This is an optimization exercise on Yosys and OpenROAD, whose aim is small area, not a production implementation. Function was checked by simulation only, so behaviour that the tests miss may differ from the original. Power figures rest on the tool's default switching activity, not on a simulated workload.

Setup of run A:
// top_module
module top_module(
    input wire clk,
    input wire rst,
    input wire I2C_SDA_in,
    output wire I2C_SDA_out,
    output wire I2C_SDA_oe,
    input wire dht_in,
    output wire dht_out,
    output wire dht_oe,
    input wire [4:0] BTN,
    output wire I2C_SCL,
    output wire [17:0] LEDR,
    output wire [8:0] LEDG,
    output wire data_out
);
    localparam G2A = 3'd0, G2B = 3'd1, G1 = 3'd2, G1B = 3'd3,
               G3 = 3'd4, G3B = 3'd5, G4 = 3'd6, G4B = 3'd7;
    localparam S_A = 4'd0, S_B = 4'd1, S_C = 4'd2, S_BL = 4'd3, S_CL = 4'd4, S_D = 4'd5,
               S_E = 4'd6, S_LOAD = 4'd7, S_WAIT = 4'd8, S_NEXT = 4'd9, S_END = 4'd10,
               S_ST1 = 4'd11, S_ST2 = 4'd12, S_ST3 = 4'd13;
    localparam O_IDLE = 4'd0, O_SLOW = 4'd1, O_WHIGH = 4'd2, O_RLOW = 4'd3,
               O_RHIGH = 4'd4, O_READ = 4'd5, O_WCS = 4'd6, O_CS = 4'd7,
               O_DONE = 4'd8;
    reg [2:0]  g,    g_n;
    reg        Bp,   Bp_n;
    reg [3:0]  ost,  ost_n;
    reg [6:0]  cnt,  cnt_n;
    reg        led3, led3_n;
    reg        M,    M_n;
    reg [15:0] sr,   sr_n;
    reg        so,   so_n;
    reg        red,  red_n;
    reg [13:0] W,    W_n;
    reg [17:0] I,    I_n;
    wire [7:0] T = sr[15:8];
    wire [7:0] U = sr[7:0];
    wire first = W[10];           
    wire [3:0] st  = I[3:0];
    wire [2:0] bn  = I[6:4];
    wire       x3  = I[7];
    wire [1:0] c   = I[9:8];
    wire [4:0] idx = I[14:10];
    wire [1:0] blk = I[16:15];
    wire       S   = I[17];
    wire [7:0] acc = I[7:0];
    wire [5:0] bc  = I[13:8];
    wire [1:0] rs  = I[15:14];
    wire [2:0] cy  = I[2:0];
    wire       cf  = I[3];
    wire        wm   = W[13];
    wire [4:0]  wk   = W[4:0];
    wire [4:0]  wbit = W[9:5];
    wire [2:0]  wled = W[12:10];
    wire [4:0] Qd = W[4:0];
    wire [3:0] Rd = W[8:5];
    wire [3:0] sd = {W[13:11], W[9]};
    wire cnt_nz = |cnt;
    wire rd_done = ost[3] | (ost[2:1] == 2'b11);         
    assign dht_oe  = ((ost == O_IDLE) & cnt_nz) | ((ost[2:0] == 3'd1) & cnt[6]);
    assign dht_out = ~dht_oe;
    wire din  = dht_oe ? 1'b0 : dht_in;
  ...
clock: 10.0 ns
lec_check: 0
cap_margin: 20
core_margin: 2
core_utilization: 40
cts_buf_list: sky130_fd_sc_hd__clkbuf_8
slew_margin: 20
standard.sh (not shown) runs the stock make flow with config.mk's settings and CLKGATE_MAP_FILE= SYNTH_SCRIPT=/design/flow/synth_recipe.tcl, a recipe that flattens the netlist after the stock synthesis.
==> flow/flow/run.sh <==
#!/bin/bash
# Standard ORFS layout, with the combinational part of the standard synthesis
# re-mapped for area (registers untouched). Each tool logs to its own file here.
set -uo pipefail
W=$PWD
R=$W/orfs/results/$FLOW_PLATFORM/top_module/base
LIB=$FLOW_HOME/platforms/$FLOW_PLATFORM/lib/sky130_fd_sc_hd__tt_025C_1v80.lib

bash standard.sh synth > $W/standard_synth.log 2>&1 || exit 1

cp $R/1_2_yosys.v $W/netlist_standard.v
sed -e "s|@LIB@|$LIB|g" -e "s|@IN@|$W/netlist_standard.v|" -e "s|@TOP@|$FLOW_TOP|" \
    -e "s|@ABC@|$W/flow/abc.script|" -e "s|@OUT@|$W/netlist_remapped.v|g" flow/remap.ys > $W/remap_run.ys
if yosys -s $W/remap_run.ys > $W/yosys_remap.log 2>&1; then
  ffl() { grep -oE "sky130_fd_sc_hd__(df|edf|sdf|sedf|dl)[a-z]*_[0-9]+ +[^ ]+" "$1" | sort; }
  if [[ "$(ffl $W/netlist_standard.v)" == "$(ffl $W/netlist_remapped.v)" ]]; then
    cp $W/netlist_remapped.v $R/1_2_yosys.v
    touch $R/1_2_yosys.v
    echo "remapped netlist in use" > $W/remap_status.log
  else
    echo "register mismatch: standard netlist kept" > $W/remap_status.log
  fi
else
  echo "remap failed: standard netlist kept" > $W/remap_status.log
fi

bash standard.sh finish > $W/standard_finish.log 2>&1
==> flow/flow/abc.script <==
strash
&get -n
&deepsyn -T 180
&put
dch
amap
strash
dch
amap
topo
==> flow/flow/remap.ys <==
# Re-map the combinational logic of the standard synthesis netlist for area.
# Every flip-flop instance (name, cell type, connections) is kept as it is:
# sequential cells are read as black boxes, only combinational cells are
# flattened into gates and re-mapped by ABC.
read_liberty -ignore_miss_func @LIB@
blackbox sky130_fd_sc_hd__df* sky130_fd_sc_hd__edf* sky130_fd_sc_hd__sdf* sky130_fd_sc_hd__sedf* sky130_fd_sc_hd__dlr* sky130_fd_sc_hd__dlx* sky130_fd_sc_hd__lpflow_inputisolatch* sky130_fd_sc_hd__conb*
read_verilog @IN@
hierarchy -top @TOP@
flatten
techmap
opt -full
abc -liberty @LIB@ -dont_use *lpflow* -dont_use *probe* -script @ABC@
opt_clean -purge
hilomap -singleton -hicell sky130_fd_sc_hd__conb_1 HI -locell sky130_fd_sc_hd__conb_1 LO
insbuf -buf sky130_fd_sc_hd__buf_4 A X
splitnets
opt_clean -purge
tee -o @OUT@.stat stat -liberty @LIB@
write_verilog -noattr -nohex -nodec @OUT@
Run A: flow completed, timing, DRC and antenna clean
Inputs modified between run A and run B:
# run A
export LEC_CHECK = 0
export CAP_MARGIN = 20
export CORE_MARGIN = 2
export CORE_UTILIZATION = 40
export CTS_BUF_LIST = sky130_fd_sc_hd__clkbuf_8
export SLEW_MARGIN = 20
create_clock -name core_clock -period 10.0 [get_ports {clk}]
# run B
export LEC_CHECK = 0
export CAP_MARGIN = 20
export CORE_MARGIN = 2
export CORE_UTILIZATION = 40
export CTS_BUF_LIST = sky130_fd_sc_hd__clkbuf_8
export CTS_CLUSTER_DIAMETER = 200
export CTS_CLUSTER_SIZE = 30
export SLEW_MARGIN = 20
create_clock -name core_clock -period 10.0 [get_ports {clk}]
--- a/flow/flow/run.sh
+++ b/flow/flow/run.sh
@@ -2 +2 @@
-# Standard ORFS layout, with the combinational part of the standard synthesis
+# Standard ORFS layout (ports buffered with buf_1), with the combinational part of the standard synthesis
@@ -27 +27 @@
-bash standard.sh finish > $W/standard_finish.log 2>&1
+bash standard.sh finish "BUFFER_PORTS_ARGS=-buffer_cell sky130_fd_sc_hd__buf_1" > $W/standard_finish.log 2>&1
--- a/flow/flow/remap.ys
+++ b/flow/flow/remap.ys
@@ -15 +15 @@
-insbuf -buf sky130_fd_sc_hd__buf_4 A X
+insbuf -buf sky130_fd_sc_hd__buf_1 A X
Run B went all the way through synthesis, placement and routing and the layout is clean on timing, DRC and antenna.
Run A completed every stage of the flow, and the final layout passed the timing, design-rule and antenna checks.
Lower count of fill cells added during filler insertion goes to run B over run A.
Die area, run A and run B: lower on run B
Minimum period implied by the final worst setup slack: run B < run A
[inputs] run C vs run B
# run B
export LEC_CHECK = 0
export CAP_MARGIN = 20
export CORE_MARGIN = 2
export CORE_UTILIZATION = 40
export CTS_BUF_LIST = sky130_fd_sc_hd__clkbuf_8
export CTS_CLUSTER_DIAMETER = 200
export CTS_CLUSTER_SIZE = 30
export SLEW_MARGIN = 20
create_clock -name core_clock -period 10.0 [get_ports {clk}]
# run C
export LEC_CHECK = 0
export CAP_MARGIN = 20
export CORE_MARGIN = 2
export CORE_UTILIZATION = 40
export CTS_BUF_LIST = sky130_fd_sc_hd__clkbuf_4 sky130_fd_sc_hd__clkbuf_8
export SLEW_MARGIN = 20
create_clock -name core_clock -period 10.0 [get_ports {clk}]
--- a/flow/flow/run.sh
+++ b/flow/flow/run.sh
@@ -2 +2 @@
-# Standard ORFS layout (ports buffered with buf_1), with the combinational part of the standard synthesis
+# Standard ORFS layout, with the combinational part of the standard synthesis
@@ -27 +27 @@
-bash standard.sh finish "BUFFER_PORTS_ARGS=-buffer_cell sky130_fd_sc_hd__buf_1" > $W/standard_finish.log 2>&1
+bash standard.sh finish > $W/standard_finish.log 2>&1
--- a/flow/flow/remap.ys
+++ b/flow/flow/remap.ys
@@ -15 +15 @@
-insbuf -buf sky130_fd_sc_hd__buf_1 A X
+insbuf -buf sky130_fd_sc_hd__buf_4 A X
Findings:
Min stage delay of the slowest cell on the critical path across run C and run B: run C. | synthesis-to-finish area growth | run C vs run B | 2.9 points higher |. On power, run B loses to run C. Run C ends up with higher depth of the most critical reg-to-reg path than run B does. The lower maximum clock frequency of run C and run B is in run C.
The following lists how run D was set up differently from run C:
# run C
export LEC_CHECK = 0
export CAP_MARGIN = 20
export CORE_MARGIN = 2
export CORE_UTILIZATION = 40
export CTS_BUF_LIST = sky130_fd_sc_hd__clkbuf_4 sky130_fd_sc_hd__clkbuf_8
export SLEW_MARGIN = 20
create_clock -name core_clock -period 10.0 [get_ports {clk}]
# run D
export LEC_CHECK = 0
export CAP_MARGIN = 20
export CORE_MARGIN = 2
export CORE_UTILIZATION = 40
export CTS_BUF_LIST = sky130_fd_sc_hd__clkbuf_8
export SLEW_MARGIN = 20
create_clock -name core_clock -period 10.0 [get_ports {clk}]
--- a/flow/flow/run.sh
+++ b/flow/flow/run.sh
@@ -27 +27 @@
-bash standard.sh finish > $W/standard_finish.log 2>&1
+bash standard.sh finish "BUFFER_PORTS_ARGS=-buffer_cell sky130_fd_sc_hd__buf_1" > $W/standard_finish.log 2>&1
==> comparison <==
From run C to run D the numbers moved as follows: wire length decreased by about 4.5% relative to the old numbers; total number of vias went down; portion of total power attributed to combinational logic increased by 1.4 points relative to the old numbers; placer's final routability congestion estimate shrank by 2.8%.
Of the two values seen for standard cell with the maximum stage delay on the critical path, nor2_1 was produced by run D and clkdlybuf4s50_1 by run C.
Per the final summary, run C finished and its layout is clean on timing, DRC and antenna.
Run D did not stop at any stage, and its layout met the timing, design-rule and antenna checks.
Relative to run C, the final cell count of run D is lower by about 0.32%.
Run D vs run C on total power: run D is the higher one.
Side by side, post-layout utilization of the core turned out lower in run D than in run C.
Looking at first-pass GRT wire length, run D sits 700 µm lower than run C does.
Compared with run C, run D ends up with a smaller final cell area.
Looking at leakage power across both flows, run D is the stronger of the two, with run C trailing.
Re worst reg2reg path depth: run D is 9 down on run C.

==> re-timing with driven ports <==
How much do the figures lean on ideal ports? The routed layouts below were timed once more, with nothing changed but the port constraints. Step 1: set_driving_cell puts a clkbuf_16 on clk and a buf_2 on each other input, an assumption about the parent block. Step 2 also shifts input and output timing later by t, the mid clock arrival at the registers, as if the neighbouring blocks saw the same clock. Three values: no drivers, after step 1, after step 2; two values: the first two.
run	shift t [ns]	slack for setup (ns)	clock arrival spread, ns
run A	0.400	4.477 / 4.440 / 4.801	0.009 / 0.009
run B	0.405	4.734 / 4.700 / 5.105	0.016 / 0.016
run C	0.408	4.621 / 4.585 / 4.929	0.018 / 0.017
run D	0.409	4.740 / 4.705 / 5.040	0.023 / 0.023
After both steps every run listed still meets setup and hold.
